This design comes from an exercise in tuning for small area, a short achievable clock period and few clock cycles per item on the open sky130 flow, not from production work. At most, simulation tests tie the RTL to the original design; equivalence was not proved.

==> exp/onyx: inputs <==
==> flow/design.v (excerpt) <==
module gcd(
    input           clk,
    input           rst_n,
    input [7:0]     a,
    input [7:0]     b,
    input           start,       
    input           res_fetch,   
    output          res_rdy,     
    output [7:0]    res          
);
==> module datapath, before the edit <==
module datapath(
    input         clk,
    input         rst_n,
    input   [7:0] a,
    input   [7:0] b,        
    input   [1:0] sel_a,     
    input   [1:0] sel_b,     
    input         en_a,      
    input         en_b,      
    output        beq0,      
    output        agtb,      
    output  [7:0] res        
);
wire [7:0] ain, bin;
reg  [7:0] areg, breg;
assign ain = (sel_a == 2'b00) ? a         : (
             (sel_a == 2'b01) ? areg-breg : (
             (sel_a == 2'b10) ? breg      : 8'b0));
assign bin = (sel_b == 2'b00) ? b         : (
             (sel_b == 2'b01) ? areg      : (
             (sel_b == 2'b10) ? breg      : 8'b0));
always @ (posedge clk) begin
    if (~rst_n) begin
        areg <= 8'b0;
        breg <= 8'b0;
    end else begin
        if (en_a) 
            areg <= ain;
        if (en_b) 
            breg <= bin;
    end
end
reg [7:0] res_reg;
always @ (posedge clk) begin
    if (~rst_n)
        res_reg <= 8'b0;
    else
        res_reg <= areg;
end
assign res = res_reg;
assign agtb = areg >= breg;
assign beq0 = breg == 8'b0;
endmodule
==> module control, before the edit <==
module control(
    input            clk,
    input            rst_n,
    input            agtb,        
    input            beq0,        
    input            start,       
    input            res_fetch,   
    output           res_rdy,     
    output     [1:0] sel_a,       
    output     [1:0] sel_b,       
    output           en_a,        
    output           en_b         
);
parameter IDLE   = 3'b001;
parameter CALC   = 3'b010;
parameter FINISH = 3'b100;
reg [2:0] cur_state, nxt_state;
always @ (*) begin
    case(cur_state) 
        IDLE   : nxt_state = start     ? CALC   : IDLE;
        CALC   : nxt_state = beq0      ? FINISH : CALC;
        FINISH : nxt_state = res_fetch ? IDLE   : FINISH;
        default: nxt_state = IDLE;
    endcase
end
always @ (posedge clk) begin
    if (~rst_n)
        cur_state <= IDLE;
    else 
        cur_state <= nxt_state;
end
assign res_rdy = cur_state[2];
assign en_a    = cur_state[1] | cur_state[0];
assign en_b    = cur_state[1] | cur_state[0];
assign sel_a   = cur_state[1] ? (agtb ? 2'b01 : 2'b10) : 2'b00;
assign sel_b   = cur_state[1] ? (agtb ? 2'b10 : 2'b01) : 2'b00;
endmodule
==> module gcd, before the edit <==
module gcd(
    input           clk,
    input           rst_n,
    input [7:0]     a,
    input [7:0]     b,
    input           start,       
    input           res_fetch,   
    output          res_rdy,     
    output [7:0]    res          
);
wire [1:0] sel_a;
wire [1:0] sel_b;
wire       beq0;
wire       agtb;
wire       en_a;
wire       en_b;
datapath dp (
     .clk     (clk)
    ,.rst_n   (rst_n)
    ,.a       (a)
    ,.b       (b)
    ,.sel_a   (sel_a)
    ,.sel_b   (sel_b)
    ,.en_a    (en_a)
    ,.en_b    (en_b)
    ,.beq0    (beq0)
    ,.agtb    (agtb)
    ,.res     (res)
);
control ctrl (
     .clk       (clk)
    ,.rst_n     (rst_n)
    ,.agtb      (agtb)
    ,.beq0      (beq0)
    ,.start     (start)
    ,.res_fetch (res_fetch)
    ,.res_rdy   (res_rdy)
    ,.sel_a     (sel_a)
    ,.sel_b     (sel_b)
    ,.en_a      (en_a)
    ,.en_b      (en_b)
);
endmodule 
Settings: LEC_CHECK=0, CAP_MARGIN=20, CORE_MARGIN=2, CORE_UTILIZATION=40, SLEW_MARGIN=20; clock period 4.0 ns.
run.sh (not shown) runs the stock make flow with config.mk's settings and CLKGATE_MAP_FILE= SYNTH_SCRIPT=/design/flow/synth_recipe.tcl, a recipe that flattens the netlist after the stock synthesis.
==> exp/indigo (differences from exp/onyx) <==
==> flow/design.v (replaced) <==
module gcd (
    input           clk,
    input           rst_n,
    input [7:0]     a,
    input [7:0]     b,
    input           start,       
    input           res_fetch,   
    output          res_rdy,     
    output [7:0]    res          
);
reg  [7:0] x, y;
reg  [2:0] k;
reg        busy;
reg        rdy;
reg        yz;           
assign res = x;
wire x0 = x[0];
wire y0 = y[0];
wire kz = (k == 3'd0);
wire both_even = ~x0 & ~y0;
wire [6:0] p  = x[7:1] & {7{(~x0 | y0) & ~yz}};
wire [6:0] q  = y[7:1] & {7{x0}};
wire [6:0] t = ~(p ^ q);                 
wire [6:0] g = p & ~q;                   
wire [7:0] c;                            
wire [7:0] pa;                           
assign c[0]  = 1'b0;
assign pa[0] = 1'b1;
genvar i;
generate
    for (i = 0; i < 7; i = i + 1) begin : chain
        assign c[i+1]  = g[i] | (t[i] & c[i]);
        assign pa[i+1] = pa[i] & t[i];
    end
endgenerate
wire       gt = c[7];
wire       eq = pa[7];
wire       ge = gt | eq;
wire [6:0] d  = t ^ (c[6:0] | (pa[6:0] & {7{gt}})) ^ {7{~gt}};
wire [7:0] yn = (d[0] | both_even) ? {1'b0, d} : {2'b0, d[6:1]};
assign res_rdy = rdy | (busy & kz & x0 & y0 & (x[7:1] == y[7:1]));
always @(posedge clk) begin
    if (~rst_n) begin
        busy <= 1'b0;
        rdy  <= 1'b0;
    end else if (~busy) begin
        busy <= start;
        rdy  <= start & (b == 8'd0);
    end else if (res_rdy & res_fetch) begin
        busy <= 1'b0;
        rdy  <= 1'b0;
    end else if (yz) begin
        rdy  <= (k[2:1] == 2'd0);
    end else begin
        rdy  <= kz & ~both_even & eq;
    end
end
always @(posedge clk) begin
    y  <= busy ? yn : b;
    yz <= busy ? eq : (b == 8'd0);
end
always @(posedge clk) begin
    if (~busy) begin
        x <= a;
        k <= 3'd0;
    end else if (yz) begin
        if (~kz) begin
            x <= {x[6:0], 1'b0};
            k <= k - 3'd1;
        end
    end else begin
        if (both_even) begin
            x <= {1'b0, y[7:1]};
            k <= k + 3'd1;
        end else if (ge) begin
            x <= y;
        end
    end
end
endmodule
==> flow/flow/run.sh (new file) <==
#!/bin/bash
# Layout flow: the standard flow (standard.sh) with these changes:
#  - synthesis maps the logic with flow/abc.script, an area-recovering ABC
#    script with a 1.2 ns delay target, instead of ORFS's speed script, and
#    does not map adders to the full/half adder cells;
#  - the port buffers are sky130_fd_sc_hd__buf_1.
# Everything else, the registers included, is the standard flow's.
set -euo pipefail
work=$(pwd)
export FLOW_WORK=$work
export MY_ABC_SCRIPT=$work/flow/abc.script
bash standard.sh \
  SYNTH_SCRIPT=$work/flow/synth.tcl \
  ADDER_MAP_FILE= \
  "BUFFER_PORTS_ARGS=-buffer_cell sky130_fd_sc_hd__buf_1" \
  finish > $work/flow_make.log 2>&1
==> flow/flow/abc.script (new file) <==
strash
balance
rewrite
refactor
balance
rewrite
rewrite -z
balance
refactor -z
rewrite -z
balance
dch -f
map -D 1200
buffer -p
upsize -D 1200
dnsize -D 1200
topo
==> flow/flow/synth.tcl (new file) <==
# The standard flow's synthesis script (synth_recipe.tcl) with one change: ABC maps the logic
# with the script in $::env(MY_ABC_SCRIPT) instead of ORFS's speed script.
proc abc {args} {
  set i [lsearch $args -script]
  if {$i >= 0} {
    set args [lreplace $args [expr {$i + 1}] [expr {$i + 1}] $::env(MY_ABC_SCRIPT)]
  }
  puts "abc (flow/synth.tcl): $args"
  yosys abc {*}$args
}
source $::env(FLOW_WORK)/synth_recipe.tcl
==> flow/standard.sh (new file) <==
#!/bin/bash
# synth_recipe.tcl (not shown) runs the flow's synth.tcl, then flattens the netlist and writes it again
# the make line also repeats each setting of config.mk as NAME=value (left out here)
make -C /OpenROAD-flow-scripts/flow DESIGN_CONFIG=/design/flow/config.mk WORK_HOME=/design/flow/orfs CLKGATE_MAP_FILE= SYNTH_SCRIPT=/design/flow/synth_recipe.tcl "${@:-finish}"
removed: flow/run.sh
==> flow_metrics.env <==
export IMPL_p_comb_mw=0.270
export IMPL_rows=22
export IMPL_wl_per_cell_microns=13.72
export IMPL_via_per_inst=5.304
export IMPL_tightestPinTransition_ns=0.7589
export IMPL_sh_seq_area_pct=29.29
export IMPL_syn_inst=180
export IMPL_reg2reg_depth=9
export IMPL_core_area_sq_um=3661
export IMPL_multi_input_area_sq_um=837.1
export IMPL_routed_wl_mm=3.431
export IMPL_maxClockFrequency_mhz=419.9
export IMPL_largestPowerGroup="registers"
export IMPL_pre_cts_slack_ns=1.632
export IMPL_utilization_pct=50.41
export IMPL_design_area_sq_um=1846
export IMPL_finalCritPeriodShare_pct=59.54
export IMPL_r2r_end="dp.areg[4]"
export IMPL_status="no timing/DRC/antenna violations"
export IMPL_routed_wl_met3_microns=108
The numbers above come from exp/onyx.

==> flow_metrics.env <==
export IMPL_critPathCapture="x[0]"
export IMPL_grt_pass1_vias=1517
export IMPL_grt_usage_pct=21.26
export IMPL_core_area_sq_um=4000
export IMPL_design_area_sq_um=1847
export IMPL_multi_input_area_sq_um=983.4
export IMPL_tightestPinTransition_ns=0.6575
export IMPL_syn_inst=246
export IMPL_maxClockFrequency_mhz=338.9
export IMPL_pre_cts_slack_ns=1.078
export IMPL_reg2reg_depth=11
export IMPL_rows=23
export IMPL_largestPowerGroup="combinational logic"
export IMPL_r2r_end="x[0]"
export IMPL_status="no timing/DRC/antenna violations"
export IMPL_via_per_inst=5.492
export IMPL_sh_seq_area_pct=28.18
export IMPL_finalCritPeriodShare_pct=73.76
export IMPL_utilization_pct=46.17
export IMPL_wl_per_cell_microns=14.37
The numbers above come from exp/indigo.

Testbench counts of exp/onyx, summed over its fixed seeds: cycles 229,006, items 8,000.
Only the layout flow was run in exp/indigo; the RTL was not checked for function there.

separate check: timing with driven ports:
How much do the figures lean on ideal ports? The routed layouts below were timed once more, with nothing changed but the port constraints. Step 1 sets driving cells, clkbuf_16 on the clock port and buf_2 on the other inputs (assumed; they add their load-dependent delay and slew). Step 2 also shifts input and output timing later by t, the mid clock arrival at the registers, as if the neighbouring blocks saw the same clock. a / b / c = ideal / step 1 / step 2; a / b = the first two.
run | shift t [ns] | slack for setup (ns) | hold slack, ns | worst register clock-pin slew, ns | cell pins on the clock port's net
exp/onyx | 0.292 | 1.618 / 1.618 / 1.618 | 0.494 / 0.494 / 0.494 | 0.09 / 0.09 | 1
exp/indigo | 0.287 | 1.049 / 1.049 / 1.049 | 0.475 / 0.475 / 0.475 | 0.08 / 0.08 | 1
After both steps setup and hold are still met in every run listed.
